Source: an optimization exercise on an open RTL-to-GDS flow (aim: a short achievable clock period and few clock cycles). Production flows keep margins and buffers that such runs may drop. Only simulation tests tie the RTL to the original design; equivalence was not proved. Power figures rest on the tool's default switching activity, not on a simulated workload.

## flow/run.sh

```bash
#!/bin/bash
# synth_recipe.tcl (not shown) runs the flow's synth.tcl, then flattens the netlist and writes it again
# the make line also repeats each setting of config.mk as NAME=value (left out here)
make -C /OpenROAD-flow-scripts/flow DESIGN_CONFIG=/design/flow/config.mk WORK_HOME=/design/flow/orfs CLKGATE_MAP_FILE= SYNTH_SCRIPT=/design/flow/synth_recipe.tcl finish
```

## flow/config.mk

```make
export PLATFORM = sky130hd
export DESIGN_NAME = CPU_RV32I
export DESIGN_NICKNAME = CPU_RV32I
export VERILOG_FILES = /design/flow/design.v
export SDC_FILE = /design/flow/constraint.sdc
export NUM_CORES = 4
export LEC_CHECK = 0
export CAP_MARGIN = 20
export CORE_MARGIN = 2
export CORE_UTILIZATION = 30
export PLACE_DENSITY = 0.5
export SETUP_SLACK_MARGIN = 4.5
export SLEW_MARGIN = 20
```

## flow/constraint.sdc

```tcl
create_clock -name core_clock -period 8.0 [get_ports {clk}]
set_input_delay 1.6000 -clock core_clock [delete_from_list [all_inputs] [get_ports {clk}]]
set_output_delay 1.6000 -clock core_clock [all_outputs]
set_load 0.01 [all_outputs]
```

## flow/design.v

```verilog
`timescale 1ns / 1ps
module CPU_RV32I (
    input  logic        clk,
    input  logic        reset,
    input  logic [31:0] instrCode,
    output logic [31:0] instrMemAddr,
    output logic        busWe,
    output logic [31:0] busAddr,
    output logic [31:0] busWData,
    input  logic [31:0] busRData,
    output logic        transfer,
    input  logic        ready
);
    localparam int QN = 4;            
    localparam int QW = 2;
    logic [31:0] pc;                  
    logic        btb_v;
    logic [31:2] btb_pc;
    logic [31:0] btb_tgt;
    logic        v_d;
    logic [31:0] ir, pc_d, pc4_d, immx_d, immbj_d;
    logic [31:1] s1_d, s2_d;          
    logic        pf_d, dpred_d, fjal_d;
    logic [31:12] phi_p1_d, phi_m1_d;  
    logic        r_d, i_d, l_d, s_d, b_d, lui_d, aui_d, jal_d, jalr_d;
    logic        v_e;
    logic [31:0] a_e, bx_e, sd_e, alt_e;
    logic [ 4:0] rd_e;
    logic        wr_e, ld_e, st_e, jalr_e, sub_e, arith_e;
    logic        c_eq, c_ne, c_lt, c_ge, c_ltu, c_geu;
    logic        r_sum, r_slt, r_sltu, r_xor, r_or, r_and, r_sll, r_sr, r_link;
    logic        v_w;
    logic [ 4:0] rd_w;
    logic [31:0] res_w;
    logic [QN-1:0]       qv, qwe, qrdv;
    logic [QN-1:0][4:0]  qrd;
    logic [QN-1:0][31:0] qaddr, qwdata;
    logic [QW-1:0]       qh, qt;
    logic [QW:0]         qc;
    logic                b_rdv;
    logic [ 4:0]         b_rd;
    logic        ldv;
    logic [ 4:0] ld_rd;
    logic [31:0] ldr;
    assign instrMemAddr = pc;
    logic [31:0] rfv[1:31];
    genvar gi;
    generate
        for (gi = 1; gi < 32; gi++) begin : g_rf
            logic [31:0] r;
            always_ff @(posedge clk) begin
                if (v_w && rd_w == gi) r <= res_w;
                else if (ldv && ld_rd == gi) r <= ldr;
            end
            assign rfv[gi] = r;
        end
    endgenerate
    wire [6:0] f_opc = instrCode[6:0];
    wire f_r = (f_opc == 7'b0110011);
    wire f_i = (f_opc == 7'b0010011);
    wire f_l = (f_opc == 7'b0000011);
    wire f_s = (f_opc == 7'b0100011);
    wire f_b = (f_opc == 7'b1100011);
    wire f_lui = (f_opc == 7'b0110111);
    wire f_aui = (f_opc == 7'b0010111);
    wire f_jal = (f_opc == 7'b1101111);
    wire f_jalr = (f_opc == 7'b1100111);
    wire [31:0] f_immI = {{20{instrCode[31]}}, instrCode[31:20]};
    wire [31:0] f_immS = {{20{instrCode[31]}}, instrCode[31:25], instrCode[11:7]};
    wire [31:0] f_immB = {{20{instrCode[31]}}, instrCode[7], instrCode[30:25], instrCode[11:8], 1'b0};
    wire [31:0] f_immU = {instrCode[31:12], 12'b0};
    wire [31:0] f_immJ = {{12{instrCode[31]}}, instrCode[19:12], instrCode[20], instrCode[30:21], 1'b0};
    logic [31:1] f_s1, f_s2;
    always_comb begin
        for (int i = 1; i < 32; i++) begin
            f_s1[i] = (instrCode[19:15] == i[4:0]);
            f_s2[i] = (instrCode[24:20] == i[4:0]);
        end
    end
    wire [31:0] pc4 = pc + 32'd4;
    wire f_jal_near = f_jal & (instrCode[31] ? &instrCode[19:12] : ~|instrCode[19:12]);
    wire [4:0] rd = ir[11:7];
    wire [2:0] f3 = ir[14:12];
    wire [4:0] rs1 = ir[19:15];
    wire [4:0] rs2 = ir[24:20];
    wire use1 = (r_d | i_d | l_d | s_d | b_d | jalr_d) & (rs1 != 5'd0);
    wire use2 = (r_d | s_d | b_d) & (rs2 != 5'd0);
    wire wrd = (r_d | i_d | l_d | lui_d | aui_d | jal_d | jalr_d) & (rd != 5'd0);
    wire mem_d = l_d | s_d;
    wire [12:0] tlo = {1'b0, pc_d[11:0]} + {1'b0, immbj_d[11:0]};
    wire [31:12] thi = immbj_d[31] ? (tlo[12] ? pc_d[31:12] : phi_m1_d) : (tlo[12] ? phi_p1_d : pc_d[31:12]);
    wire [31:0] tgt_d = {thi, tlo[11:0]};
    wire pe_v = v_e & ld_e & wr_e;
    wire pb_v = transfer & b_rdv;
    function automatic logic pend(input logic [4:0] x);
        pend = (pe_v && rd_e == x) || (pb_v && b_rd == x);
        for (int i = 0; i < QN; i++) if (qv[i] && qrdv[i] && qrd[i] == x) pend = 1'b1;
    endfunction
    wire qroom = ({1'b0, qc} + {{QW{1'b0}}, v_e & (ld_e | st_e)}) < QN;
    wire hold_d = v_d & ((use1 & pend(rs1)) | (use2 & pend(rs2)) | (wrd & pend(rd)) | (mem_d & ~qroom));
    wire [32:0] sum33 = {1'b0, a_e} + {1'b0, bx_e} + {32'b0, sub_e};
    wire [31:0] sum = sum33[31:0];
    wire ltu = ~sum33[32];
    wire lt = (a_e[31] == bx_e[31]) ? a_e[31] : sum[31];
    wire eq = &(a_e ^ bx_e);
    wire [31:0] sll = a_e << bx_e[4:0];
    wire [31:0] srx = 32'($signed({arith_e & a_e[31], a_e}) >>> bx_e[4:0]);
    wire [31:0] res_other = ({32{r_xor}} & (a_e ^ bx_e)) | ({32{r_or}} & (a_e | bx_e)) |
                            ({32{r_and}} & (a_e & bx_e)) | ({32{r_sll}} & sll) | ({32{r_sr}} & srx) |
                            ({32{r_link}} & alt_e) | {31'b0, (r_slt & lt) | (r_sltu & ltu)};
    wire [31:0] alu_res = r_sum ? sum : res_other;
    wire redir_br = (c_eq & eq) | (c_ne & ~eq) | (c_lt & lt) | (c_ge & ~lt) | (c_ltu & ltu) | (c_geu & ~ltu);
    wire redir_jr = v_e & jalr_e;        
    wire redir_e = redir_br | redir_jr;
    wire mem_e = v_e & (ld_e | st_e);
    wire ebyp = v_e & wr_e & ~ld_e;
    wire wb1 = v_w & (rd_w == rs1);
    wire wb2 = v_w & (rd_w == rs2);
    wire lb1 = ldv & (ld_rd == rs1);
    wire lb2 = ldv & (ld_rd == rs2);
    logic [31:0] rf1, rf2;
    always_comb begin
        rf1 = 32'b0;
        rf2 = 32'b0;
        for (int i = 1; i < 32; i++) begin
            rf1 = rf1 | ({32{s1_d[i]}} & rfv[i]);
            rf2 = rf2 | ({32{s2_d[i]}} & rfv[i]);
        end
    end
    wire [31:0] r1_early = wb1 ? res_w : lb1 ? ldr : rf1;
    wire [31:0] r2_early = wb2 ? res_w : lb2 ? ldr : rf2;
    wire byp1 = ebyp & (rd_e == rs1);
    wire byp2 = ebyp & (rd_e == rs2);
    wire sub_d = b_d | (r_d & ir[30] & f3 == 3'b000) | ((r_d | i_d) & (f3 == 3'b010 || f3 == 3'b011));
    wire b_rs2 = r_d | b_d;
    wire [31:0] a_early = lui_d ? 32'b0 : (aui_d | fjal_d) ? pc_d : r1_early;
    wire [31:0] b_early = b_rs2 ? r2_early : fjal_d ? immbj_d : immx_d;
    wire selA_e = byp1 & ~lui_d & ~aui_d & ~fjal_d;
    wire selB_e = byp2 & b_rs2;
    wire [31:0] a_next = selA_e ? alu_res : a_early;
    wire [31:0] bx_next = (selB_e ? alu_res : b_early) ^ {32{sub_d}};
    wire [31:0] sd_next = byp2 ? alu_res : r2_early;
    wire d_go = v_d & ~hold_d;                   
    wire f_take = ~v_d | d_go;                   
    wire dredir = d_go & (dpred_d ^ pf_d);
    wire [31:0] dredir_pc = pf_d ? pc4_d : tgt_d;
    wire btb_hit = btb_v & (btb_pc == pc[31:2]);
    always_ff @(posedge clk, posedge reset) begin
        if (reset) begin
            pc  <= 32'b0;
            v_d <= 1'b0;
        end else if (redir_e) begin
            pc  <= redir_jr ? sum : alt_e;
            v_d <= 1'b0;
        end else if (f_take) begin
            if (dredir) begin
                pc  <= dredir_pc;
                v_d <= 1'b0;
            end else begin
                pc  <= btb_hit ? btb_tgt : pc4;
                v_d <= 1'b1;
            end
        end
    end
    always_ff @(posedge clk, posedge reset) begin
        if (reset) btb_v <= 1'b0;
        else if (v_d && dpred_d && !pf_d) btb_v <= 1'b1;
    end
    always_ff @(posedge clk) begin
        if (f_take) begin
            ir      <= instrCode;
            pc_d    <= pc;
            pc4_d   <= pc4;
            pf_d    <= btb_hit;
            s1_d    <= f_s1;
            s2_d    <= f_s2;
            immx_d  <= f_s ? f_immS : (f_lui | f_aui) ? f_immU : f_immI;
            immbj_d <= f_jal ? f_immJ : f_immB;
            dpred_d <= f_jal_near | (f_b & instrCode[31]);
            fjal_d  <= f_jal & ~f_jal_near;
            phi_p1_d <= pc[31:12] + 20'd1;
            phi_m1_d <= pc[31:12] - 20'd1;
            r_d     <= f_r;
            i_d     <= f_i;
            l_d     <= f_l;
            s_d     <= f_s;
            b_d     <= f_b;
            lui_d   <= f_lui;
            aui_d   <= f_aui;
            jal_d   <= f_jal;
            jalr_d  <= f_jalr;
        end
        if (v_d && dpred_d && !pf_d) begin
            btb_pc  <= pc_d[31:2];
            btb_tgt <= tgt_d;
        end
    end
    wire e_in = d_go & ~redir_e;
    always_ff @(posedge clk, posedge reset) begin
        if (reset) v_e <= 1'b0;
        else v_e <= e_in;
    end
    always_ff @(posedge clk) begin
        a_e     <= a_next;
        bx_e    <= bx_next;
        sd_e    <= sd_next;
        alt_e   <= (b_d & ~ir[31]) ? tgt_d : pc4_d;
        rd_e    <= rd;
        wr_e    <= wrd;
        ld_e    <= l_d;
        st_e    <= s_d;
        jalr_e  <= jalr_d | fjal_d;
        c_eq    <= e_in & b_d & ((f3 == 3'b000 && !ir[31]) || (f3 == 3'b001 && ir[31]));
        c_ne    <= e_in & b_d & ((f3 == 3'b001 && !ir[31]) || (f3 == 3'b000 && ir[31]));
        c_lt    <= e_in & b_d & ((f3 == 3'b100 && !ir[31]) || (f3 == 3'b101 && ir[31]));
        c_ge    <= e_in & b_d & ((f3 == 3'b101 && !ir[31]) || (f3 == 3'b100 && ir[31]));
        c_ltu   <= e_in & b_d & ((f3 == 3'b110 && !ir[31]) || (f3 == 3'b111 && ir[31]));
        c_geu   <= e_in & b_d & ((f3 == 3'b111 && !ir[31]) || (f3 == 3'b110 && ir[31]));
        sub_e   <= sub_d;
        arith_e <= ir[30];
        r_sum   <= ((r_d | i_d) & f3 == 3'b000) | lui_d | aui_d | l_d | s_d;
        r_slt   <= (r_d | i_d) & f3 == 3'b010;
        r_sltu  <= (r_d | i_d) & f3 == 3'b011;
        r_xor   <= (r_d | i_d) & f3 == 3'b100;
        r_or    <= (r_d | i_d) & f3 == 3'b110;
        r_and   <= (r_d | i_d) & f3 == 3'b111;
        r_sll   <= (r_d | i_d) & f3 == 3'b001;
        r_sr    <= (r_d | i_d) & f3 == 3'b101;
        r_link  <= jal_d | jalr_d;
    end
    always_ff @(posedge clk, posedge reset) begin
        if (reset) v_w <= 1'b0;
        else v_w <= v_e & wr_e & ~ld_e;
    end
    always_ff @(posedge clk) begin
        rd_w  <= rd_e;
        res_w <= alu_res;
    end
    wire q_empty = (qc == '0);
    wire bfree = ~transfer | ready;
    wire pop = bfree & ~q_empty;
    wire push = mem_e & ~(bfree & q_empty);
    always_ff @(posedge clk, posedge reset) begin
        if (reset) begin
            transfer <= 1'b0;
            ldv      <= 1'b0;
            qv       <= '0;
            qh       <= '0;
            qt       <= '0;
            qc       <= '0;
        end else begin
            ldv <= transfer & ready & b_rdv;
            if (bfree) transfer <= ~q_empty | mem_e;
            if (pop) begin
                qv[qh] <= 1'b0;
                qh     <= qh + 1'b1;
            end
            if (push) begin
                qv[qt] <= 1'b1;
                qt     <= qt + 1'b1;
            end
            qc <= qc + {{QW{1'b0}}, push} - {{QW{1'b0}}, pop};
        end
    end
    always_ff @(posedge clk) begin
        ldr   <= busRData;
        ld_rd <= b_rd;
        for (int i = 0; i < QN; i++) begin
            if (qt == i[QW-1:0] && !qv[i]) begin
                qwe[i]    <= st_e;
                qaddr[i]  <= sum;
                qwdata[i] <= sd_e;
                qrd[i]    <= rd_e;
                qrdv[i]   <= ld_e & wr_e;
            end
        end
        if (bfree) begin
            if (!q_empty) begin
                busWe    <= qwe[qh];
                busAddr  <= qaddr[qh];
                busWData <= qwdata[qh];
                b_rd     <= qrd[qh];
                b_rdv    <= qrdv[qh];
            end else begin
                busWe    <= st_e;
                busAddr  <= sum;
                busWData <= sd_e;
                b_rd     <= rd_e;
                b_rdv    <= ld_e & wr_e;
            end
        end
    end
endmodule
```

==> Implementation_results.wiki, run 1 <==
{| class="wikitable"
! Metric !! Value
|-
| Worst min-delay path class || flip-flop to flip-flop
|-
| Power after layout || 40.0 mW
|-
| CTS tree || done
|-
| Portion of total power attributed to sequential cells || 0.394
|-
| Share of the clock period used by the worst path || 0.482
|-
| Portion of total power attributed to combinational logic || 0.341
|-
| Insertion delay to the later sink of the worst-skew pair || about 960 ps
|-
| Ys async rst share || 0.0254
|-
| Port-buffer cells || ~160
|-
| Residual DRC || 0
|-
| Post-DR wirelength/cell || between 40 and 50 µm
|-
| Clock transition at path regs || about 60 ps
|-
| Status || no timing/DRC/antenna violations
|-
| Number of cells produced by synthesis || just under 8,000
|-
| Initial Utilization || 0.301
|-
| Final count of pins violating max slew || 0
|-
| Clk Tree Root Cell || sky130_fd_sc_hd__clkbuf_16
|-
| HPWL after DPL || 310,000 µm
|-
| RSZ-0062 raised after global routing || yes
|-
| Slew at the pin with the worst max-slew slack || around 1400 ps
|-
| Via count of the first global-routing pass || just under 80,000
|-
| Share of layout cells above drive strength 1 || 0.296
|-
| Launch instance of the worst min-delay path || l_d$_DFFE_PP_
|-
| Number of enable flip-flop cells after synthesis || ~1,700
|-
| DRT Wirelength || between 500,000 and 600,000 µm
|-
| Number of buffers added by the clock tree synthesis step || 220
|-
| CP max FO || 15
|-
| Synth Warn # || 2
|-
| Min Tclk post-route || between 3000 and 4000 ps
|-
| Maximum resistive drop on vdd || approximately 0.00021 V
|-
| Switching share of total power || 0.384
|-
| Final setup TNS || 0 ps
|-
| Gp weighted congestion || roughly 0.97
|-
| Type of element launching the critical path || flip-flop
|-
| Die Outline Area || between 0.3 and 0.4 mm²
|-
| Post-synth top flop || sky130_fd_sc_hd__edfxtp_1
|-
| Startpoint of the worst setup timing path || s1_d[16]$_DFFE_PP_
|-
| Number of antenna violations at the first check in global routing || 38
|-
| Fin. Hold Viols || 0
|-
| Total global routing track utilization || 0.303
|-
| Placeable Area || ~0.33 mm²
|-
| Layout-stage area growth over the synthesis result || 17.6%
|-
| Setup clock skew after layout || 113 ps
|-
| Number of maximum-capacitance violations || 0
|-
| Number of distinct library cell variants in the gate-level netlist after synthesis || about 110
|-
| NetSw || 15.4 mW
|-
| Fmax || roughly 260 MHz
|-
| Sink Count || about 1,900
|-
| Crit path arrival time || 4750 ps
|-
| Total power per unit cell area || 340 mW/mm²
|-
| Die width || roughly 580 µm
|-
| Sequential area share after synthesis || 0.554
|-
| Standby leakage power || around 41 nW
|-
| Max-slew headroom || 0.0998
|-
| Kind of critical path || flip-flop to flip-flop
|-
| Final ANT Viol Nets || 0
|-
| Pre-antenna DRT Iters || 14
|-
| CTS HTree Levels || 4
|-
| 1st-iter DRT viols || ~16,000
|-
| Total nets after synthesis || 7,991
|-
| Sum of overflow across all layers after global routing || 0
|-
| Final net count || 8,102
|-
| Req. time, crit path || between 8000 and 9000 ps
|-
| Kind of end point of the critical path || flip-flop
|-
| Num ports || between 150 and 200
|-
| Mean instance size in the synthesized netlist || approximately 13 µm²
|-
| Worst reg2reg path startpoint || s1_d[16]$_DFFE_PP_
|-
| Filler cell count || ~32,000
|-
| Die Height || between 500 and 600 µm
|-
| Fraction of power consumed by the clock network || 0.265
|-
| Count of state elements after synthesis || 1,930
|-
| Maximum number of pins on one net before global-route repair || between 70 and 80
|-
| Final setup violating endpoints || 0
|-
| Per-cell via count in the routed design || ~6.6
|-
| Area of the mapped netlist || ~0.10 mm²
|-
| Number of vias after detailed routing || approximately 83,000
|-
| Largest buffer count on any clock path || 4
|-
| First-pass GRT wire length || about 700,000 µm
|-
| Cell row count || around 210
|-
| P_int || roughly 25 mW
|}
## area by class of cell
type / count / area, µm² / share of cell area
diodes: 20 / 50.0 / 0.000425
clock buffers: 286 / 6180 / 0.0525
clock inverters: 115 / 1200 / 0.0102
inverters: 188 / 738 / 0.00627
multi-input cells: 4951 / 42700 / 0.363
flip-flops and latches: 1930 / 55600 / 0.472
well taps: 4387 / 5490 / 0.0466
repair buffers: 647 / 5780 / 0.0491
repair inverters: 1 / 8.76 / 0.0000744
## cells in the final DEF, fill, tap and decap left out, drive strengths merged, types with 41 or more instances in the layout
master	n
o21ai	157
a22oi	216
mux2i	207
nand2	425
clkdlybuf4s50	115
nor2	361
mux4	142
nand4	168
xnor2	161
dfrtp	49
mux2	1020
a21oi	206
nor3	164
o211ai	41
a22o	370
edfxtp	1653
a21o	52
nand3	106
clkinv	84
xor2	103
a211oi	80
dlygate4sd2	43
ha	92
a222oi	74
dfxtp	228
or3	44
o22ai	46
inv	191
a221oi	363
buf	475
clkbuf	291
## flip-flops by register name, indices dropped and copies added (netlist names), 30 cells and up
name	flops
sd_e	32
g_rf.r	992
bx_e	32
alt_e	32
busWData	32
s1_d	31
res_w	32
pc_d	32
pc	32
a_e	32
s2_d	31
immx_d	31
qwdata	128
btb_pc	30
busAddr	32
pc4_d	30
qaddr	128
ldr	32
btb_tgt	32
## power by group through the flow
stage          sequential, mW  combinational [mW]  clock [mW]
3_5_place_dp             16.1                11.9           0
2_1_floorplan            14.7                6.96           0
3_3_place_gp             16.0                11.9           0
5_1_grt                  15.9                14.1        11.0
6_report                 15.7                13.6        10.6
4_1_cts                  15.7                12.9        10.6
## final timing paths
path | to | slack [ps] | cells after the start
max | a_e[31]$_DFF_P_ | 4140 | 10
min | ld_e$_DFF_P_ | 440 | 0
max reg2reg | a_e[31]$_DFF_P_ | 4140 | 10
min reg2reg | ld_e$_DFF_P_ | 440 | 0
max in group asynchronous | pc[16]$_DFFE_PP0P_ | 6130 | 3
min in group asynchronous | qt[1]$_DFFE_PP0P_ | 1210 | 3
## logic make-up after synthesis
logic type,after synthesis,share of synthesized area
flip-flops,1930,0.554
AO/OA/AOI/OAI,1761,0.136
AND/OR/NAND/NOR,1458,0.0695
multiplexers,1369,0.167
buffers and inverters,950,0.0379
XOR/XNOR,264,0.0231
adder cells (fa/ha/maj),96,0.0123
## synthesized netlist by cell type (14+ instances only)
cell type / n / area (µm²)
sky130_fd_sc_hd__nand4_1: 168 / 1050
sky130_fd_sc_hd__a221oi_1: 361 / 3160
sky130_fd_sc_hd__ha_1: 92 / 1150
sky130_fd_sc_hd__buf_6: 14 / 158
sky130_fd_sc_hd__a211oi_1: 80 / 601
sky130_fd_sc_hd__a21oi_1: 206 / 1030
sky130_fd_sc_hd__mux2i_1: 207 / 2070
sky130_fd_sc_hd__nand2b_1: 27 / 169
sky130_fd_sc_hd__and3_1: 28 / 175
sky130_fd_sc_hd__buf_1: 89 / 334
sky130_fd_sc_hd__a22oi_1: 215 / 1610
sky130_fd_sc_hd__buf_2: 36 / 180
sky130_fd_sc_hd__o211ai_1: 40 / 300
sky130_fd_sc_hd__nor4_1: 30 / 188
sky130_fd_sc_hd__nand2_1: 423 / 1590
sky130_fd_sc_hd__o22ai_1: 46 / 288
sky130_fd_sc_hd__a21o_1: 50 / 375
sky130_fd_sc_hd__xnor2_1: 161 / 1410
sky130_fd_sc_hd__a22o_1: 370 / 3240
sky130_fd_sc_hd__dfxtp_1: 228 / 4560
sky130_fd_sc_hd__inv_1: 182 / 683
sky130_fd_sc_hd__clkbuf_1: 608 / 2280
sky130_fd_sc_hd__nand3_1: 104 / 521
sky130_fd_sc_hd__o31ai_1: 14 / 105
sky130_fd_sc_hd__and2_1: 29 / 181
sky130_fd_sc_hd__nor2_1: 360 / 1350
sky130_fd_sc_hd__or2_2: 20 / 125
sky130_fd_sc_hd__o311ai_0: 18 / 158
sky130_fd_sc_hd__o21ai_0: 149 / 746
sky130_fd_sc_hd__nor2b_1: 16 / 100
sky130_fd_sc_hd__or3_1: 40 / 250
sky130_fd_sc_hd__dfrtp_1: 49 / 1230
sky130_fd_sc_hd__edfxtp_1: 1653 / 49600
sky130_fd_sc_hd__a222oi_1: 74 / 741
sky130_fd_sc_hd__mux2_2: 1019 / 11500
sky130_fd_sc_hd__xor2_1: 103 / 902
sky130_fd_sc_hd__nor3_1: 163 / 816
sky130_fd_sc_hd__mux4_2: 142 / 3200
## worst max-delay path, stage by stage (launching register included)
cell and delay [ps]:
sky130_fd_sc_hd__edfxtp_1 810, sky130_fd_sc_hd__buf_4 620, sky130_fd_sc_hd__buf_4 460, sky130_fd_sc_hd__a22o_1 260, sky130_fd_sc_hd__a221oi_1 70, sky130_fd_sc_hd__nand3_1 120
sky130_fd_sc_hd__nor3_1 90, sky130_fd_sc_hd__a211oi_1 640, sky130_fd_sc_hd__a21oi_1 170, sky130_fd_sc_hd__o21ai_0 330, sky130_fd_sc_hd__a22o_1 180
## metal layers
layer  GRT usage  vias up  part of all wire
li1            -    31118                 -
met1       0.371    41656              0.36
met2       0.440     7748              0.42
met3       0.113     2431              0.14
met4       0.207       46             0.090
met5     0.00978        -            0.0013
## through the flow
step           hold WS, ps  instances  worst slack (ps)   util  cell area [µm²]
6_report               444      12525              4140  0.354           118000
5_1_grt                451      12507              4340  0.354           118000
4_1_cts                444      12469              4370  0.351           117000
3_5_place_dp           437      11954              2950  0.323           107000
3_3_place_gp           441      11951              2910  0.323           107000
2_1_floorplan          343       7828              4380      -           100000
## what timing repair did
| action | in CTS | in global routing |
|---|---|---|
| pin swaps | 31 | 20 |
| gates cloned | 6 | 3 |
| buffers inserted | 108 | 33 |
| setup endpoints to repair | 791 | 326 |
| resized for setup | 304 | 127 |
| hold buffers | 0 | 0 |
Testbench counts, summed over its fixed seeds: cycles 51,353.
==> inputs of run 2 (changes only) <==
--- a/flow/design.v
+++ b/flow/design.v
@@ -21,6 +21,8 @@
     logic [31:0] ir, pc_d, pc4_d, immx_d, immbj_d;
     logic [31:1] s1_d, s2_d;          
     logic        pf_d, dpred_d, fjal_d;
+    logic        jr_pend;             
+    logic [31:0] jt;
     logic [31:12] phi_p1_d, phi_m1_d;  
     logic        r_d, i_d, l_d, s_d, b_d, lui_d, aui_d, jal_d, jalr_d;
     logic        v_e;
@@ -70,13 +72,6 @@
     wire [31:0] f_immB = {{20{instrCode[31]}}, instrCode[7], instrCode[30:25], instrCode[11:8], 1'b0};
     wire [31:0] f_immU = {instrCode[31:12], 12'b0};
     wire [31:0] f_immJ = {{12{instrCode[31]}}, instrCode[19:12], instrCode[20], instrCode[30:21], 1'b0};
-    logic [31:1] f_s1, f_s2;
-    always_comb begin
-        for (int i = 1; i < 32; i++) begin
-            f_s1[i] = (instrCode[19:15] == i[4:0]);
-            f_s2[i] = (instrCode[24:20] == i[4:0]);
-        end
-    end
     wire [31:0] pc4 = pc + 32'd4;
     wire f_jal_near = f_jal & (instrCode[31] ? &instrCode[19:12] : ~|instrCode[19:12]);
     wire [4:0] rd = ir[11:7];
@@ -100,8 +95,35 @@
     wire hold_d = v_d & ((use1 & pend(rs1)) | (use2 & pend(rs2)) | (wrd & pend(rd)) | (mem_d & ~qroom));
     wire [32:0] sum33 = {1'b0, a_e} + {1'b0, bx_e} + {32'b0, sub_e};
     wire [31:0] sum = sum33[31:0];
-    wire ltu = ~sum33[32];
-    wire lt = (a_e[31] == bx_e[31]) ? a_e[31] : sum[31];
+    wire [31:0] cb = ~bx_e;
+    logic ltu;
+    always_comb begin
+        logic [31:0] l0, e0;
+        logic [15:0] l1, e1;
+        logic [7:0] l2, e2;
+        logic [3:0] l3, e3;
+        logic [1:0] l4, e4;
+        l0 = ~a_e & cb;
+        e0 = ~(a_e ^ cb);
+        for (int i = 0; i < 16; i++) begin
+            l1[i] = l0[2*i+1] | (e0[2*i+1] & l0[2*i]);
+            e1[i] = e0[2*i+1] & e0[2*i];
+        end
+        for (int i = 0; i < 8; i++) begin
+            l2[i] = l1[2*i+1] | (e1[2*i+1] & l1[2*i]);
+            e2[i] = e1[2*i+1] & e1[2*i];
+        end
+        for (int i = 0; i < 4; i++) begin
+            l3[i] = l2[2*i+1] | (e2[2*i+1] & l2[2*i]);
+            e3[i] = e2[2*i+1] & e2[2*i];
+        end
+        for (int i = 0; i < 2; i++) begin
+            l4[i] = l3[2*i+1] | (e3[2*i+1] & l3[2*i]);
+            e4[i] = e3[2*i+1] & e3[2*i];
+        end
+        ltu = l4[1] | (e4[1] & l4[0]);
+    end
+    wire lt = (a_e[31] != cb[31]) ? a_e[31] : ltu;
     wire eq = &(a_e ^ bx_e);
     wire [31:0] sll = a_e << bx_e[4:0];
     wire [31:0] srx = 32'($signed({arith_e & a_e[31], a_e}) >>> bx_e[4:0]);
@@ -109,8 +131,8 @@
                             ({32{r_and}} & (a_e & bx_e)) | ({32{r_sll}} & sll) | ({32{r_sr}} & srx) |
                             ({32{r_link}} & alt_e) | {31'b0, (r_slt & lt) | (r_sltu & ltu)};
     wire [31:0] alu_res = r_sum ? sum : res_other;
-    wire redir_br = (c_eq & eq) | (c_ne & ~eq) | (c_lt & lt) | (c_ge & ~lt) | (c_ltu & ltu) | (c_geu & ~ltu);
-    wire redir_jr = v_e & jalr_e;        
+    wire redir_br = v_e & ((c_eq & eq) | (c_ne & ~eq) | (c_lt & lt) | (c_ge & ~lt) | (c_ltu & ltu) | (c_geu & ~ltu));
+    wire redir_jr = v_e & jalr_e;
     wire redir_e = redir_br | redir_jr;
     wire mem_e = v_e & (ld_e | st_e);
     wire ebyp = v_e & wr_e & ~ld_e;
@@ -143,14 +165,28 @@
     wire d_go = v_d & ~hold_d;                   
     wire f_take = ~v_d | d_go;                   
     wire dredir = d_go & (dpred_d ^ pf_d);
+    wire [4:0] n_rs1 = f_take ? instrCode[19:15] : ir[19:15];
+    wire [4:0] n_rs2 = f_take ? instrCode[24:20] : ir[24:20];
+    logic [31:1] f_s1, f_s2;
+    always_comb begin
+        for (int i = 1; i < 32; i++) begin
+            f_s1[i] = (n_rs1 == i[4:0]);
+            f_s2[i] = (n_rs2 == i[4:0]);
+        end
+    end
     wire [31:0] dredir_pc = pf_d ? pc4_d : tgt_d;
     wire btb_hit = btb_v & (btb_pc == pc[31:2]);
     always_ff @(posedge clk, posedge reset) begin
         if (reset) begin
             pc  <= 32'b0;
             v_d <= 1'b0;
-        end else if (redir_e) begin
-            pc  <= redir_jr ? sum : alt_e;
+        end else if (redir_br) begin
+            pc  <= alt_e;
+            v_d <= 1'b0;
+        end else if (jr_pend) begin
+            pc  <= jt;
+            v_d <= 1'b0;
+        end else if (redir_jr) begin
             v_d <= 1'b0;
         end else if (f_take) begin
             if (dredir) begin
@@ -163,17 +199,22 @@
         end
     end
     always_ff @(posedge clk, posedge reset) begin
+        if (reset) jr_pend <= 1'b0;
+        else jr_pend <= redir_jr;
+    end
+    always_ff @(posedge clk) jt <= sum;
+    always_ff @(posedge clk, posedge reset) begin
         if (reset) btb_v <= 1'b0;
         else if (v_d && dpred_d && !pf_d) btb_v <= 1'b1;
     end
     always_ff @(posedge clk) begin
+        s1_d <= f_s1;
+        s2_d <= f_s2;
         if (f_take) begin
             ir      <= instrCode;
             pc_d    <= pc;
             pc4_d   <= pc4;
             pf_d    <= btb_hit;
-            s1_d    <= f_s1;
-            s2_d    <= f_s2;
             immx_d  <= f_s ? f_immS : (f_lui | f_aui) ? f_immU : f_immI;
             immbj_d <= f_jal ? f_immJ : f_immB;
             dpred_d <= f_jal_near | (f_b & instrCode[31]);
@@ -210,12 +251,12 @@
         ld_e    <= l_d;
         st_e    <= s_d;
         jalr_e  <= jalr_d | fjal_d;
-        c_eq    <= e_in & b_d & ((f3 == 3'b000 && !ir[31]) || (f3 == 3'b001 && ir[31]));
-        c_ne    <= e_in & b_d & ((f3 == 3'b001 && !ir[31]) || (f3 == 3'b000 && ir[31]));
-        c_lt    <= e_in & b_d & ((f3 == 3'b100 && !ir[31]) || (f3 == 3'b101 && ir[31]));
-        c_ge    <= e_in & b_d & ((f3 == 3'b101 && !ir[31]) || (f3 == 3'b100 && ir[31]));
-        c_ltu   <= e_in & b_d & ((f3 == 3'b110 && !ir[31]) || (f3 == 3'b111 && ir[31]));
-        c_geu   <= e_in & b_d & ((f3 == 3'b111 && !ir[31]) || (f3 == 3'b110 && ir[31]));
+        c_eq    <= d_go & b_d & ((f3 == 3'b000 && !ir[31]) || (f3 == 3'b001 && ir[31]));
+        c_ne    <= d_go & b_d & ((f3 == 3'b001 && !ir[31]) || (f3 == 3'b000 && ir[31]));
+        c_lt    <= d_go & b_d & ((f3 == 3'b100 && !ir[31]) || (f3 == 3'b101 && ir[31]));
+        c_ge    <= d_go & b_d & ((f3 == 3'b101 && !ir[31]) || (f3 == 3'b100 && ir[31]));
+        c_ltu   <= d_go & b_d & ((f3 == 3'b110 && !ir[31]) || (f3 == 3'b111 && ir[31]));
+        c_geu   <= d_go & b_d & ((f3 == 3'b111 && !ir[31]) || (f3 == 3'b110 && ir[31]));
         sub_e   <= sub_d;
         arith_e <= ir[30];
         r_sum   <= ((r_d | i_d) & f3 == 3'b000) | lui_d | aui_d | l_d | s_d;
==> Implementation_results.wiki, run 2 <==
{| class="wikitable"
! Metric !! Value
|-
| Final ANT Viol Nets || 0
|-
| Cell taking the most area after synthesis || sky130_fd_sc_hd__edfxtp_1
|-
| Num ports || 165
|-
| Post-synth top flop || sky130_fd_sc_hd__edfxtp_1
|-
| Clk Tree Root Cell || sky130_fd_sc_hd__clkbuf_16
|-
| Req. time, crit path || about 8800 ps
|-
| Min Tclk post-route || 3840 ps
|-
| Synth Warn # || 2
|-
| Filler cell count || roughly 32,000
|-
| Number of enable flip-flop cells after synthesis || between 1,500 and 2,000
|-
| Post-DR wirelength/cell || around 43 µm
|-
| Total global routing track utilization || 0.309
|-
| Fin. Hold Viols || 0
|-
| Mean instance size in the synthesized netlist || between 10 and 15 µm²
|-
| Cells on worst reg2reg path || 10
|-
| Most frequent cells in the layout || 1,591 x sky130_fd_sc_hd__edfxtp_1, 1,037 x sky130_fd_sc_hd__mux2_2, 414 x sky130_fd_sc_hd__buf_4
|-
| Worst reg2reg path startpoint || s1_d[7]$_DFF_P_
|-
| Type of element launching the critical path || flip-flop
|-
| Number of antenna violations at the first check in global routing || 50
|-
| Number of cells produced by synthesis || 7,981
|-
| Slew at the pin with the worst max-slew slack || roughly 1400 ps
|-
| CTS tree || done
|-
| Placeable Area || 0.333 mm²
|-
| Status || no timing/DRC/antenna violations
|-
| Die width || between 500 and 600 µm
|-
| Final count of pins violating max slew || 0
|-
| Share of the synthesized area in the top cell type || 0.475
|-
| Area of the multi-input gates || around 0.043 mm²
|-
| Design Area, Final || approximately 0.12 mm²
|-
| Port-buffer cells || around 160
|-
| Final net count || 8,226
|-
| Most used standard cells in the synthesized netlist || 1,591 x sky130_fd_sc_hd__edfxtp_1, 1,037 x sky130_fd_sc_hd__mux2_2, 607 x sky130_fd_sc_hd__clkbuf_1
|-
| HPWL after DPL || between 300,000 and 400,000 µm
|-
| Largest buffer count on any clock path || 4
|-
| Cell row count || about 210
|-
| Most common cell after layout, fill and taps aside || sky130_fd_sc_hd__edfxtp_1
|-
| Sink Count || 1,963
|-
| Kind of critical path || flip-flop to flip-flop
|-
| Ys async rst share || 0.0255
|-
| Setup clock skew after layout || about 64 ps
|-
| Maximum resistive drop on vdd || ~0.00019 V
|-
| Placed cell area || approximately 0.11 mm²
|-
| Sequential area share after synthesis || 0.552
|-
| Total power per unit cell area || around 310 mW/mm²
|-
| Final core area utilization || 0.355
|-
| Fmax || approximately 260 MHz
|-
| Final setup violating endpoints || 0
|-
| Area of the mapped netlist || just over 0.1 mm²
|-
| Synth area leaders || sky130_fd_sc_hd__edfxtp_1 48%, sky130_fd_sc_hd__mux2_2 12%, sky130_fd_sc_hd__dfxtp_1 6.4%
|-
| Die Outline Area || ~0.34 mm²
|-
| Crit path arrival time || between 4000 and 5000 ps
|-
| 1st-iter DRT viols || roughly 16,000
|-
| Max-slew headroom || 0.0940
|-
| Per-cell via count in the routed design || ~6.7
|-
| Flip-flop count of the largest register, all copies and words added || 992
|-
| Pre-antenna DRT Iters || 11
|-
| Number of vias after detailed routing || between 80,000 and 90,000
|-
| Worst min-delay path class || flip-flop to flip-flop
|-
| Dominant cell by count in the synthesized netlist || sky130_fd_sc_hd__edfxtp_1
|-
| Hold Worst Slack || about 430 ps
|-
| Total nets after synthesis || just over 8,000
|-
| Via count of the first global-routing pass || 78,561
|-
| Final setup TNS || 0 ps
|-
| Share of the clock period used by the worst path || 0.480
|-
| Number of maximum-capacitance violations || 0
|-
| Share of layout cells above drive strength 1 || 0.297
|-
| Sum of overflow across all layers after global routing || 0
|-
| Number of distinct library cell variants in the gate-level netlist after synthesis || between 80 and 90
|-
| Residual DRC || 0
|-
| Register cell area after layout || roughly 0.056 mm²
|-
| Initial Utilization || 0.302
|-
| Count of state elements after synthesis || approximately 2,000
|-
| Hold path depth || 0
|-
| Number of buffers added by the clock tree synthesis step || about 220
|-
| R2R setup slack || between 4000 and 5000 ps
|-
| Destination of the worst hold path || ld_e$_DFF_P_
|-
| CTS HTree Levels || 4
|-
| DRT Wirelength || 547,000 µm
|-
| Kind of end point of the critical path || flip-flop
|-
| Reg-to-Reg End || a_e[26]$_DFF_P_
|-
| RSZ-0062 raised after global routing || yes
|-
| Top reg by flops || g_rf.r
|-
| CP max FO || 18
|-
| Insertion delay to the later sink of the worst-skew pair || approximately 940 ps
|-
| Power after layout || 37.2 mW
|-
| Maximum number of pins on one net before global-route repair || between 100 and 150
|-
| Clock transition at path regs || 60 ps
|-
| Standby leakage power || 41.1 nW
|-
| Layout-stage area growth over the synthesis result || 17.8%
|-
| Gp weighted congestion || between 1 and 1.5
|-
| Registers with the most flip-flops || g_rf.r x992, qaddr x128, qwdata x128
|-
| Number of hold-repair buffers added at the cts stage || 0
|-
| Launch instance of the worst min-delay path || l_d$_DFFE_PN_
|-
| Die Height || between 500 and 600 µm
|-
| First-pass GRT wire length || 719,000 µm
|}
-- run 2: worst max-delay path: stages, from the launching register on --
cell and delay (ps):
sky130_fd_sc_hd__dfxtp_2 1130, sky130_fd_sc_hd__buf_4 700, sky130_fd_sc_hd__a22o_1 250, sky130_fd_sc_hd__a221oi_1 50, sky130_fd_sc_hd__nand3_1 150, sky130_fd_sc_hd__nor3_1 70, sky130_fd_sc_hd__a211oi_2 470, sky130_fd_sc_hd__a21oi_1 130
sky130_fd_sc_hd__nor2_1 450, sky130_fd_sc_hd__a21oi_1 140, sky130_fd_sc_hd__o22ai_1 160
-- run 2: stage by stage --
step | setup slack [ps] | cells
floorplan | 3070 | 7981
finish | 4160 | 12673
CTS | 4330 | 12594
global placement | 2920 | 12077
detailed placement | 2910 | 12083
global route | 4450 | 12643
-- run 2: how the worst max path moves through the flow --
stage | start | to | slack (ps) | cells after the start
2_1_floorplan | ir[17]$_DFFE_PN_ | aui_d$_DFFE_PN_ | 3070 | 9
3_3_place_gp | bx_e[0]$_DFF_P_ | bx_e[7]$_DFF_P_ | 2920 | 10
3_5_place_dp | bx_e[0]$_DFF_P_ | bx_e[7]$_DFF_P_ | 2910 | 10
4_1_cts | bx_e[0]$_DFF_P_ | bx_e[7]$_DFF_P_ | 4330 | 11
5_1_grt | ir[17]$_DFFE_PN_ | a_e[0]$_DFF_P_ | 4450 | 9
6_report | s1_d[7]$_DFF_P_ | a_e[26]$_DFF_P_ | 4160 | 10
-- run 2: kinds of logic after synthesis --
| kind of cell | after synthesis | share of synthesized area |
|---|---|---|
| buf+inv | 988 | 0.0382 |
| xor+xnor | 258 | 0.0225 |
| fa+ha+maj | 96 | 0.0122 |
| mux | 1377 | 0.167 |
| flops | 1963 | 0.552 |
| simple gates | 1457 | 0.0690 |
| compound gates | 1842 | 0.140 |
-- run 2: area by class of cell --
type                    count  share of cell area
multi-input cells        5031               0.363
well taps                4387              0.0463
clock buffers             287              0.0518
repair inverters            1           0.0000634
clock inverters           122              0.0119
repair buffers            634              0.0485
diodes                     39            0.000824
inverters                 209             0.00676
flip-flops and latches   1963               0.470
-- run 2: where the power goes --
part,internal (mW),switching (mW)
Clock,6.32,4.58
Sequential,13.6,1.95
Combinational,3.97,6.79
Total,23.8,13.3
-- run 2: timing repair --
| item | in CTS | in global routing |
|---|---|---|
| gates cloned | 5 | 7 |
| endpoints found under the setup margin | 820 | 356 |
| pin swaps | 21 | 27 |
| gates resized for setup | 264 | 150 |
| setup buffers | 97 | 33 |
-- run 2: routing by layer --
layer  part of all wire  up-vias  track usage
met5             0.0016        -     0.000850
met4              0.082       45        0.199
met3               0.14     2338        0.114
met2               0.41     8028        0.444
met1               0.36    42424        0.388
li1                   -    31580            -
Testbench counts of run 2, summed over its fixed seeds: cycles 51,571.
==> inputs of run 3 (changes only) <==
--- a/flow/design.v
+++ b/flow/design.v
@@ -149,19 +149,33 @@
             rf2 = rf2 | ({32{s2_d[i]}} & rfv[i]);
         end
     end
-    wire [31:0] r1_early = wb1 ? res_w : lb1 ? ldr : rf1;
-    wire [31:0] r2_early = wb2 ? res_w : lb2 ? ldr : rf2;
     wire byp1 = ebyp & (rd_e == rs1);
     wire byp2 = ebyp & (rd_e == rs2);
     wire sub_d = b_d | (r_d & ir[30] & f3 == 3'b000) | ((r_d | i_d) & (f3 == 3'b010 || f3 == 3'b011));
     wire b_rs2 = r_d | b_d;
-    wire [31:0] a_early = lui_d ? 32'b0 : (aui_d | fjal_d) ? pc_d : r1_early;
-    wire [31:0] b_early = b_rs2 ? r2_early : fjal_d ? immbj_d : immx_d;
-    wire selA_e = byp1 & ~lui_d & ~aui_d & ~fjal_d;
-    wire selB_e = byp2 & b_rs2;
-    wire [31:0] a_next = selA_e ? alu_res : a_early;
-    wire [31:0] bx_next = (selB_e ? alu_res : b_early) ^ {32{sub_d}};
-    wire [31:0] sd_next = byp2 ? alu_res : r2_early;
+    wire a_rs = ~lui_d & ~aui_d & ~fjal_d;
+    wire sA_E = a_rs & byp1;
+    wire sA_W = a_rs & ~byp1 & wb1;
+    wire sA_L = a_rs & ~byp1 & ~wb1 & lb1;
+    wire sA_R = a_rs & ~byp1 & ~wb1 & ~lb1;
+    wire sA_P = aui_d | fjal_d;
+    wire sB_E = b_rs2 & byp2;
+    wire sB_W = b_rs2 & ~byp2 & wb2;
+    wire sB_L = b_rs2 & ~byp2 & ~wb2 & lb2;
+    wire sB_R = b_rs2 & ~byp2 & ~wb2 & ~lb2;
+    wire sB_I = ~b_rs2 & ~fjal_d;
+    wire sB_J = fjal_d;
+    wire sS_E = byp2;
+    wire sS_W = ~byp2 & wb2;
+    wire sS_L = ~byp2 & ~wb2 & lb2;
+    wire sS_R = ~byp2 & ~wb2 & ~lb2;
+    wire [31:0] a_next = ({32{sA_E}} & alu_res) | ({32{sA_W}} & res_w) | ({32{sA_L}} & ldr) |
+                         ({32{sA_R}} & rf1) | ({32{sA_P}} & pc_d);
+    wire [31:0] b_pre = ({32{sB_E}} & alu_res) | ({32{sB_W}} & res_w) | ({32{sB_L}} & ldr) |
+                        ({32{sB_R}} & rf2) | ({32{sB_I}} & immx_d) | ({32{sB_J}} & immbj_d);
+    wire [31:0] bx_next = b_pre ^ {32{sub_d}};
+    wire [31:0] sd_next = ({32{sS_E}} & alu_res) | ({32{sS_W}} & res_w) | ({32{sS_L}} & ldr) |
+                          ({32{sS_R}} & rf2);
     wire d_go = v_d & ~hold_d;                   
     wire f_take = ~v_d | d_go;                   
     wire dredir = d_go & (dpred_d ^ pf_d);
==> Implementation_results.wiki, run 3 <==
{| class="wikitable"
! Metric !! Value
|-
| Cell taking the most area after synthesis || sky130_fd_sc_hd__edfxtp_1
|-
| Die width || just under 600 µm
|-
| Type of element launching the critical path || flip-flop
|-
| Die Height || between 500 and 600 µm
|-
| Most frequent cells in the layout || 1,591 x sky130_fd_sc_hd__edfxtp_1, 1,023 x sky130_fd_sc_hd__mux2_2, 407 x sky130_fd_sc_hd__nand2_1
|-
| Num ports || between 150 and 200
|-
| Req. time, crit path || just under 9000 ps
|-
| Final core area utilization || 0.354
|-
| Number of antenna violations at the first check in global routing || 46
|-
| Registers with the most flip-flops || g_rf.r x992, qaddr x128, qwdata x128
|-
| Power after layout || roughly 37 mW
|-
| Number of enable flip-flop cells after synthesis || 1,591
|-
| HPWL after DPL || roughly 310,000 µm
|-
| RSZ-0062 raised after global routing || yes
|-
| Max-slew headroom || 0.119
|-
| Worst min-delay path class || flip-flop to flip-flop
|-
| Portion of total power attributed to sequential cells || 0.416
|-
| Worst reg2reg path startpoint || s2_d[10]$_DFF_P_
|-
| Final setup TNS || 0 ps
|-
| Min Tclk post-route || ~3700 ps
|-
| Total global routing track utilization || 0.296
|-
| DRT Wirelength || approximately 520,000 µm
|-
| Timing endpoint of the critical path || bx_e[14]$_DFF_P_
|-
| Share of layout cells above drive strength 1 || 0.294
|-
| Residual DRC || 0
|-
| Fraction of power consumed by the clock network || 0.292
|-
| Via count of the first global-routing pass || 77,447
|-
| Die Outline Area || between 0.3 and 0.4 mm²
|-
| CP max FO || 23
|-
| Switching share of total power || 0.358
|-
| NetSw || ~13 mW
|-
| Clk Tree Root Cell || sky130_fd_sc_hd__clkbuf_16
|-
| Number of buffers added by the clock tree synthesis step || between 200 and 250
|-
| Gp weighted congestion || roughly 0.97
|-
| Flip-flop count of the largest register, all copies and words added || slightly below 1,000
|-
| Fmax || roughly 270 MHz
|-
| CTS HTree Levels || 4
|-
| Synth Warn # || 2
|-
| Portion of total power attributed to combinational logic || 0.292
|-
| Number of distinct library cell variants in the gate-level netlist after synthesis || between 90 and 100
|-
| Startpoint of the worst setup timing path || s2_d[10]$_DFF_P_
|-
| Placed cell count || 11,853
|-
| Kind of end point of the critical path || flip-flop
|-
| Top reg by flops || g_rf.r
|-
| Sum of overflow across all layers after global routing || 0
|-
| Number of vias after detailed routing || roughly 82,000
|-
| Number of cells produced by synthesis || just under 8,000
|-
| Insertion delay to the later sink of the worst-skew pair || ~990 ps
|-
| Cells on worst reg2reg path || 11
|-
| Final setup violating endpoints || 0
|-
| Mean instance size in the synthesized netlist || around 13 µm²
|-
| Total power per unit cell area || 316 mW/mm²
|-
| Pre-antenna DRT Iters || 12
|-
| Crit path arrival time || between 4000 and 5000 ps
|-
| Most common cell after layout, fill and taps aside || sky130_fd_sc_hd__edfxtp_1
|-
| First-pass GRT wire length || approximately 690,000 µm
|-
| Cell row count || approximately 210
|-
| Maximum resistive drop on vdd || 0.000253 V
|-
| Number of maximum-capacitance violations || 0
|-
| Area of the mapped netlist || approximately 0.1 mm²
|-
| Fin. Hold Viols || 0
|-
| Per-cell via count in the routed design || roughly 6.6
|-
| Port-buffer cells || roughly 160
|-
| Final net count || between 8,000 and 9,000
|-
| Share of the synthesized area in the top cell type || 0.477
|-
| Synth area leaders || sky130_fd_sc_hd__edfxtp_1 48%, sky130_fd_sc_hd__mux2_2 12%, sky130_fd_sc_hd__dfxtp_1 6.4%
|-
| Reg-to-Reg End || bx_e[14]$_DFF_P_
|-
| Final std cells w/o fill || 12,438
|-
| Standby leakage power || 40.7 nW
|-
| Sequential area share after synthesis || 0.554
|-
| Count of state elements after synthesis || a little under 2,000
|-
| Filler cell count || approximately 32,000
|-
| Sink Count || slightly below 2,000
|-
| 1st-iter DRT viols || roughly 15,000
|-
| Setup clock skew after layout || about 110 ps
|-
| Slew at the pin with the worst max-slew slack || about 1300 ps
|-
| R2R setup slack || about 4300 ps
|-
| Initial Utilization || 0.301
|-
| Largest buffer count on any clock path || 4
|-
| Kind of critical path || flip-flop to flip-flop
|-
| Final count of pins violating max slew || 0
|-
| Dominant cell by count in the synthesized netlist || sky130_fd_sc_hd__edfxtp_1
|-
| Status || no timing/DRC/antenna violations
|-
| Clock transition at path regs || around 60 ps
|-
| Maximum number of pins on one net before global-route repair || around 120
|-
| Layout-stage area growth over the synthesis result || 17.6%
|-
| Share of the clock period used by the worst path || 0.463
|-
| CTS tree || done
|-
| Post-synth top flop || sky130_fd_sc_hd__edfxtp_1
|-
| Most used standard cells in the synthesized netlist || 1,591 x sky130_fd_sc_hd__edfxtp_1, 1,023 x sky130_fd_sc_hd__mux2_2, 624 x sky130_fd_sc_hd__clkbuf_1
|-
| Ys async rst share || 0.0255
|-
| Placeable Area || between 0.3 and 0.4 mm²
|-
| P_int || 23.9 mW
|-
| Total nets after synthesis || about 8,000
|-
| Final ANT Viol Nets || 0
|-
| Hold Worst Slack || between 400 and 500 ps
|-
| Post-DR wirelength/cell || between 40 and 50 µm
|}
## run 3: changes by cell type in the layout (fill, tap and decap cells not counted), sizes merged, moves of 24 or more
cell           before  now
a222oi             73  106
a221oi            372  408
inv               214  185
o211ai             30   64
a21oi             225  119
nor3              174  127
nor2              359  318
o22ai              62   19
clkdlybuf4s50     125  101
xnor2             136  176
mux2i             204  137
a211oi             80   47
buf               461  422
## run 3: metal layers
| layer | up-vias | part of all wire | track usage |
|---|---|---|---|
| met5 | - | 0.0011 | 0.00638 |
| met4 | 44 | 0.074 | 0.168 |
| met3 | 2172 | 0.13 | 0.107 |
| met2 | 7447 | 0.43 | 0.442 |
| met1 | 41771 | 0.36 | 0.368 |
| li1 | 31003 | - | - |
## run 3: critical path, cell delays in order, from the launching register on
cell and delay, ps:
sky130_fd_sc_hd__dfxtp_2 520, sky130_fd_sc_hd__buf_4 510, sky130_fd_sc_hd__a22o_1 330, sky130_fd_sc_hd__a221oi_1 250
sky130_fd_sc_hd__nand4_1 150, sky130_fd_sc_hd__nor3_1 540, sky130_fd_sc_hd__buf_4 300, sky130_fd_sc_hd__nor3_1 70
sky130_fd_sc_hd__a211oi_1 410, sky130_fd_sc_hd__a21oi_4 100, sky130_fd_sc_hd__a221oi_2 270, sky130_fd_sc_hd__xnor2_1 150
## run 3: cell type report
cell class | instances | area (µm²) | share of cell area
repair buffers | 595 | 5480 | 0.0466
diodes | 23 | 57.6 | 0.000489
well taps | 4387 | 5490 | 0.0466
inverters | 186 | 746 | 0.00633
repair inverters | 1 | 16.3 | 0.000138
clock buffers | 303 | 6220 | 0.0528
multi-input cells | 4872 | 42600 | 0.362
clock inverters | 108 | 1370 | 0.0117
flip-flops and latches | 1963 | 55800 | 0.473
## run 3: timing repair
| item | 4_1_cts | 5_1_grt |
|---|---|---|
| resized for setup | 306 | 130 |
| cloned | 9 | 4 |
| buffers inserted | 98 | 38 |
| pin swaps | 27 | 17 |
| endpoints found under the setup margin | 759 | 306 |
| hold buffers | 0 | 0 |
## run 3: worst min path at each step
stage | start | end | slack (ps) | depth (start not counted)
2_1_floorplan | ir[8]$_DFFE_PN_ | rd_e[1]$_DFF_P_ | 340 | 0
3_3_place_gp | jal_d$_DFFE_PN_ | r_link$_DFF_P_ | 420 | 2
3_5_place_dp | l_d$_DFFE_PN_ | ld_e$_DFF_P_ | 440 | 0
4_1_cts | pc4_d[18]$_DFFE_PN_ | alt_e[18]$_DFF_P_ | 440 | 2
5_1_grt | l_d$_DFFE_PN_ | ld_e$_DFF_P_ | 470 | 0
6_report | pc4_d[18]$_DFFE_PN_ | alt_e[18]$_DFF_P_ | 430 | 2
## run 3: power by group through the flow
stage               Clock [mW]  Sequential [mW]  Combinational, mW
floorplan                    0             14.6               5.86
global placement             0             15.7               9.54
detailed placement           0             15.8               9.60
CTS                       10.9             15.4               10.4
global route              11.3             15.6               11.4
finish                    10.9             15.5               10.9
## run 3: cell families after synthesis
family,Yosys count,synth area share
flip-flops,1963,0.554
AO/OA/AOI/OAI,1811,0.143
buffers and inverters,966,0.0380
multiplexers,1318,0.163
XOR/XNOR,275,0.0241
adder cells (fa/ha/maj),96,0.0123
AND/OR/NAND/NOR,1370,0.0660
## run 3: through the flow
step | cell area [µm²] | setup slack, ps
final | 118000 | 4300
after global routing | 118000 | 4430
after CTS | 117000 | 4470
after detailed placement | 107000 | 2840
after global placement | 107000 | 2870
after floorplan | 100000 | 4340
Testbench counts of run 3, summed over its fixed seeds: cycles 51,571.
==> inputs of run 4 (changes only) <==
--- a/flow/design.v
+++ b/flow/design.v
@@ -27,6 +27,7 @@
     logic        r_d, i_d, l_d, s_d, b_d, lui_d, aui_d, jal_d, jalr_d;
     logic        v_e;
     logic [31:0] a_e, bx_e, sd_e, alt_e;
+    logic [31:0] ax_e, bxx_e;         
     logic [ 4:0] rd_e;
     logic        wr_e, ld_e, st_e, jalr_e, sub_e, arith_e;
     logic        c_eq, c_ne, c_lt, c_ge, c_ltu, c_geu;
@@ -46,13 +47,14 @@
     logic [31:0] ldr;
     assign instrMemAddr = pc;
     logic [31:0] rfv[1:31];
+    logic [31:1] wsel, lsel;          
     genvar gi;
     generate
         for (gi = 1; gi < 32; gi++) begin : g_rf
             logic [31:0] r;
             always_ff @(posedge clk) begin
-                if (v_w && rd_w == gi) r <= res_w;
-                else if (ldv && ld_rd == gi) r <= ldr;
+                if (wsel[gi]) r <= res_w;
+                else if (lsel[gi]) r <= ldr;
             end
             assign rfv[gi] = r;
         end
@@ -93,9 +95,9 @@
     endfunction
     wire qroom = ({1'b0, qc} + {{QW{1'b0}}, v_e & (ld_e | st_e)}) < QN;
     wire hold_d = v_d & ((use1 & pend(rs1)) | (use2 & pend(rs2)) | (wrd & pend(rd)) | (mem_d & ~qroom));
-    wire [32:0] sum33 = {1'b0, a_e} + {1'b0, bx_e} + {32'b0, sub_e};
-    wire [31:0] sum = sum33[31:0];
-    wire [31:0] cb = ~bx_e;
+    wire [32:0] sum33 = {a_e, 1'b1} + {bx_e, sub_e};
+    wire [31:0] sum = sum33[32:1];
+    wire [31:0] cb = ~bxx_e;
     logic ltu;
     always_comb begin
         logic [31:0] l0, e0;
@@ -103,8 +105,8 @@
         logic [7:0] l2, e2;
         logic [3:0] l3, e3;
         logic [1:0] l4, e4;
-        l0 = ~a_e & cb;
-        e0 = ~(a_e ^ cb);
+        l0 = ~ax_e & cb;
+        e0 = ~(ax_e ^ cb);
         for (int i = 0; i < 16; i++) begin
             l1[i] = l0[2*i+1] | (e0[2*i+1] & l0[2*i]);
             e1[i] = e0[2*i+1] & e0[2*i];
@@ -123,12 +125,12 @@
         end
         ltu = l4[1] | (e4[1] & l4[0]);
     end
-    wire lt = (a_e[31] != cb[31]) ? a_e[31] : ltu;
-    wire eq = &(a_e ^ bx_e);
-    wire [31:0] sll = a_e << bx_e[4:0];
-    wire [31:0] srx = 32'($signed({arith_e & a_e[31], a_e}) >>> bx_e[4:0]);
-    wire [31:0] res_other = ({32{r_xor}} & (a_e ^ bx_e)) | ({32{r_or}} & (a_e | bx_e)) |
-                            ({32{r_and}} & (a_e & bx_e)) | ({32{r_sll}} & sll) | ({32{r_sr}} & srx) |
+    wire lt = (ax_e[31] != cb[31]) ? ax_e[31] : ltu;
+    wire eq = &(ax_e ^ bxx_e);
+    wire [31:0] sll = ax_e << bxx_e[4:0];
+    wire [31:0] srx = 32'($signed({arith_e & ax_e[31], ax_e}) >>> bxx_e[4:0]);
+    wire [31:0] res_other = ({32{r_xor}} & (ax_e ^ bxx_e)) | ({32{r_or}} & (ax_e | bxx_e)) |
+                            ({32{r_and}} & (ax_e & bxx_e)) | ({32{r_sll}} & sll) | ({32{r_sr}} & srx) |
                             ({32{r_link}} & alt_e) | {31'b0, (r_slt & lt) | (r_sltu & ltu)};
     wire [31:0] alu_res = r_sum ? sum : res_other;
     wire redir_br = v_e & ((c_eq & eq) | (c_ne & ~eq) | (c_lt & lt) | (c_ge & ~lt) | (c_ltu & ltu) | (c_geu & ~ltu));
@@ -169,12 +171,13 @@
     wire sS_W = ~byp2 & wb2;
     wire sS_L = ~byp2 & ~wb2 & lb2;
     wire sS_R = ~byp2 & ~wb2 & ~lb2;
-    wire [31:0] a_next = ({32{sA_E}} & alu_res) | ({32{sA_W}} & res_w) | ({32{sA_L}} & ldr) |
+    wire [31:0] a_next = ({32{sA_E & r_sum}} & sum) | ({32{sA_E & ~r_sum}} & res_other) | ({32{sA_W}} & res_w) | ({32{sA_L}} & ldr) |
                          ({32{sA_R}} & rf1) | ({32{sA_P}} & pc_d);
-    wire [31:0] b_pre = ({32{sB_E}} & alu_res) | ({32{sB_W}} & res_w) | ({32{sB_L}} & ldr) |
+    wire [31:0] b_pre = ({32{sB_E & r_sum}} & sum) | ({32{sB_E & ~r_sum}} & res_other) | ({32{sB_W}} & res_w) | ({32{sB_L}} & ldr) |
                         ({32{sB_R}} & rf2) | ({32{sB_I}} & immx_d) | ({32{sB_J}} & immbj_d);
     wire [31:0] bx_next = b_pre ^ {32{sub_d}};
-    wire [31:0] sd_next = ({32{sS_E}} & alu_res) | ({32{sS_W}} & res_w) | ({32{sS_L}} & ldr) |
+    wire aux_d = b_d | ((r_d | i_d) & (f3 != 3'b000));
+    wire [31:0] sd_next = ({32{sS_E & r_sum}} & sum) | ({32{sS_E & ~r_sum}} & res_other) | ({32{sS_W}} & res_w) | ({32{sS_L}} & ldr) |
                           ({32{sS_R}} & rf2);
     wire d_go = v_d & ~hold_d;                   
     wire f_take = ~v_d | d_go;                   
@@ -258,6 +261,8 @@
     always_ff @(posedge clk) begin
         a_e     <= a_next;
         bx_e    <= bx_next;
+        ax_e    <= a_next & {32{aux_d}};
+        bxx_e   <= bx_next & {32{aux_d}};
         sd_e    <= sd_next;
         alt_e   <= (b_d & ~ir[31]) ? tgt_d : pc4_d;
         rd_e    <= rd;
@@ -291,6 +296,17 @@
         rd_w  <= rd_e;
         res_w <= alu_res;
     end
+    always_ff @(posedge clk, posedge reset) begin
+        if (reset) begin
+            wsel <= '0;
+            lsel <= '0;
+        end else begin
+            for (int i = 1; i < 32; i++) begin
+                wsel[i] <= v_e & wr_e & ~ld_e & (rd_e == i[4:0]);
+                lsel[i] <= transfer & ready & b_rdv & (b_rd == i[4:0]);
+            end
+        end
+    end
     wire q_empty = (qc == '0);
     wire bfree = ~transfer | ready;
     wire pop = bfree & ~q_empty;
==> Implementation_results.wiki, run 4 <==
{| class="wikitable"
! Metric !! Value
|-
| Area of the multi-input gates || 0.0430 mm²
|-
| Port-buffer cells || ~160
|-
| Via count of the first global-routing pass || a little under 80,000
|-
| Number of hold-repair buffers added at the cts stage || 0
|-
| Setup clock skew after layout || 116 ps
|-
| Mean instance size in the synthesized netlist || 12.7 µm²
|-
| Fmax || between 200 and 300 MHz
|-
| Number of vias after detailed routing || 85,449
|-
| Synth area leaders || sky130_fd_sc_hd__edfxtp_1 46%, sky130_fd_sc_hd__mux2_2 11%, sky130_fd_sc_hd__dfxtp_1 7.4%
|-
| Number of buffers added by the clock tree synthesis step || between 200 and 250
|-
| Clock transition at path regs || ~60 ps
|-
| Standby leakage power || roughly 42 nW
|-
| Kind of end point of the critical path || flip-flop
|-
| Kind of critical path || flip-flop to flip-flop
|-
| Post-synth top flop || sky130_fd_sc_hd__edfxtp_1
|-
| Flip-flop count of the largest register, all copies and words added || just under 1,000
|-
| Count of state elements after synthesis || about 2,100
|-
| Top reg by flops || g_rf.r
|-
| CTS tree || done
|-
| Fin. Hold Viols || 0
|-
| Launch instance of the worst min-delay path || l_d$_DFFE_PN_
|-
| Filler cell count || about 33,000
|-
| Number of distinct library cell variants in the gate-level netlist after synthesis || 92
|-
| Die Height || approximately 590 µm
|-
| HPWL after DPL || around 330,000 µm
|-
| Total nets after synthesis || 8,359
|-
| Placed cell area || 0.111 mm²
|-
| Register cell area after layout || ~0.059 mm²
|-
| Number of maximum-capacitance violations || 0
|-
| Dominant cell by count in the synthesized netlist || sky130_fd_sc_hd__edfxtp_1
|-
| Destination of the worst hold path || ld_e$_DFF_P_
|-
| Insertion delay to the later sink of the worst-skew pair || 1000 ps
|-
| Area of the mapped netlist || roughly 0.10 mm²
|-
| Residual DRC || 0
|-
| Minimum setup slack after placement || ~2900 ps
|-
| Most used standard cells in the synthesized netlist || 1,591 x sky130_fd_sc_hd__edfxtp_1, 1,032 x sky130_fd_sc_hd__mux2_2, 662 x sky130_fd_sc_hd__clkbuf_1
|-
| Initial Utilization || 0.302
|-
| Number of antenna violations at the first check in global routing || 37
|-
| Clk Tree Root Cell || sky130_fd_sc_hd__clkbuf_16
|-
| Share of the synthesized area in the top cell type || 0.460
|-
| Final ANT Viol Nets || 0
|-
| Final net count || about 8,500
|-
| Hold Worst Slack || around 420 ps
|-
| CP max FO || 20
|-
| Req. time, crit path || 8760 ps
|-
| Setup slack after layout || about 4300 ps
|-
| Share of layout cells above drive strength 1 || 0.295
|-
| Power after layout || between 30 and 40 mW
|-
| Total global routing track utilization || 0.303
|-
| Sequential area share after synthesis || 0.562
|-
| Max-slew headroom || 0.0809
|-
| Worst reg2reg path startpoint || s2_d[10]$_DFF_P_
|-
| Synth Warn # || 2
|-
| Number of cells produced by synthesis || around 8,000
|-
| Cell taking the most area after synthesis || sky130_fd_sc_hd__edfxtp_1
|-
| Per-cell via count in the routed design || 6.54
|-
| Pre-antenna DRT Iters || 14
|-
| Ys async rst share || 0.0536
|-
| Worst min-delay path class || flip-flop to flip-flop
|-
| Type of element launching the critical path || flip-flop
|-
| RSZ-0062 raised after global routing || yes
|-
| Hold path depth || 0
|-
| Cells on worst reg2reg path || 11
|-
| Gp weighted congestion || just under 1
|-
| Layout-stage area growth over the synthesis result || 17.6%
|-
| DRT Wirelength || ~550,000 µm
|-
| Die Outline Area || around 0.35 mm²
|-
| Largest buffer count on any clock path || 4
|-
| Cell row count || approximately 220
|-
| Final count of pins violating max slew || 0
|-
| Maximum resistive drop on vdd || between 0.0002 and 0.00025 V
|-
| Total power per unit cell area || ~300 mW/mm²
|-
| Crit path arrival time || between 4000 and 5000 ps
|-
| First-pass GRT wire length || 725,000 µm
|-
| Share of the clock period used by the worst path || 0.462
|-
| Design Area, Final || 0.122 mm²
|-
| Reg-to-Reg End || bx_e[3]$_DFF_P_
|-
| 1st-iter DRT viols || between 15,000 and 20,000
|-
| Die width || 592 µm
|-
| Sum of overflow across all layers after global routing || 0
|-
| Min Tclk post-route || 3700 ps
|-
| Placeable Area || 0.344 mm²
|-
| Slew at the pin with the worst max-slew slack || approximately 1400 ps
|-
| Most common cell after layout, fill and taps aside || sky130_fd_sc_hd__edfxtp_1
|-
| Most frequent cells in the layout || 1,591 x sky130_fd_sc_hd__edfxtp_1, 1,030 x sky130_fd_sc_hd__mux2_2, 470 x sky130_fd_sc_hd__nand2_1
|-
| Maximum number of pins on one net before global-route repair || 85
|-
| Status || no timing/DRC/antenna violations
|-
| CTS HTree Levels || 4
|-
| Registers with the most flip-flops || g_rf.r x992, qaddr x128, qwdata x128
|-
| Sink Count || approximately 2,100
|-
| Num ports || between 150 and 200
|-
| Number of enable flip-flop cells after synthesis || 1,591
|-
| R2R setup slack || roughly 4300 ps
|-
| Final setup TNS || 0 ps
|-
| Post-DR wirelength/cell || about 42 µm
|-
| Final setup violating endpoints || 0
|}
-- run 4: changes by cell type after synthesis, moves of 55 or more --
| cell | change |
|---|---|
| sky130_fd_sc_hd__nand2_1 | +55 |
| sky130_fd_sc_hd__a221oi_1 | -100 |
| sky130_fd_sc_hd__dfxtp_1 | +64 |
| sky130_fd_sc_hd__dfrtp_1 | +62 |
| sky130_fd_sc_hd__a22o_1 | -114 |
| sky130_fd_sc_hd__nor2_1 | +56 |
| sky130_fd_sc_hd__a22oi_1 | +224 |
| sky130_fd_sc_hd__nand3_1 | +77 |
-- run 4: logic make-up after synthesis --
family | count (synthesis) | share of synthesized area
adders and majority gates | 126 | 0.0154
AOI/OAI and AO/OA | 1808 | 0.134
DFF | 2089 | 0.562
and+or+nand+nor | 1583 | 0.0730
muxes | 1313 | 0.156
xor gates and xnor gates | 273 | 0.0232
buffers and inverters | 974 | 0.0366
-- run 4: critical path, stage by stage (launching register included) --
cell and delay, ps:
sky130_fd_sc_hd__dfxtp_2 820, sky130_fd_sc_hd__buf_4 720, sky130_fd_sc_hd__a221oi_1 170, sky130_fd_sc_hd__nand3_1 100, sky130_fd_sc_hd__nor3_1 60, sky130_fd_sc_hd__buf_4 200
sky130_fd_sc_hd__a211oi_1 240, sky130_fd_sc_hd__a21oi_1 100, sky130_fd_sc_hd__mux2i_4 320, sky130_fd_sc_hd__nand2_1 100, sky130_fd_sc_hd__o211ai_1 360, sky130_fd_sc_hd__xnor2_2 250
-- run 4: how the worst max path moves through the flow --
| stage | startpoint | slack (ps) | end | cells after the start |
|---|---|---|---|---|
| after floorplan | rd_e[3]$_DFF_P_ | 3010 | s2_d[30]$_DFF_P_ | 12 |
| after global placement | bxx_e[0]$_DFF_P_ | 2880 | bx_e[3]$_DFF_P_ | 11 |
| after detailed placement | bxx_e[0]$_DFF_P_ | 2850 | bx_e[3]$_DFF_P_ | 11 |
| after CTS | s2_d[8]$_DFF_P_ | 4390 | bx_e[3]$_DFF_P_ | 12 |
| after global routing | a_e[0]$_DFF_P_ | 4410 | ax_e[30]$_DFF_P_ | 12 |
| final | s2_d[10]$_DFF_P_ | 4300 | bx_e[3]$_DFF_P_ | 11 |
-- run 4: layout make-up --
class / instances / area share
tap: 4557 / 0.0467
inverter: 185 / 0.00609
clock inverter: 149 / 0.0123
timing repair buffer: 661 / 0.0497
clock buffer: 291 / 0.0517
antenna: 37 / 0.000758
sequential: 2089 / 0.480
multi-input combinational: 5104 / 0.352
-- run 4: through the flow --
stage,util,std cells
2_1_floorplan,-,8166
3_3_place_gp,0.323,12405
3_5_place_dp,0.323,12405
4_1_cts,0.352,12993
5_1_grt,0.355,13044
6_report,0.355,13073
-- run 4: per-layer routing --
metal / wire length, µm / up-vias / global-route usage
li1: - / 32130 / -
met1: 198000 / 43130 / 0.368
met2: 234000 / 7790 / 0.451
met3: 71900 / 2375 / 0.105
met4: 48000 / 24 / 0.205
met5: 356 / - / 0.00419
-- run 4: power by group --
part | total, mW | switching [mW] | leakage, nW | internal [mW]
clock network | 11.3 | 4.91 | 3.84 | 6.34
registers | 16.0 | 1.87 | 19.5 | 14.2
logic | 9.54 | 6.15 | 18.9 | 3.39
-- run 4: repair_timing --
item | CTS | global route
setup buffers | 141 | 38
setup endpoints to repair | 553 | 257
pin swaps | 33 | 39
gates resized for setup | 332 | 139
gates cloned | 7 | 5
Testbench counts of run 4, summed over its fixed seeds: cycles 51,571.

Setup slack of run 4, layout unchanged: 4.304 ns with ideal ports, 4.304 ns with driving cells assumed (clock clkbuf_16, inputs buf_2), 3.683 ns with port delays also shifted by the 1.056 ns mid clock arrival.
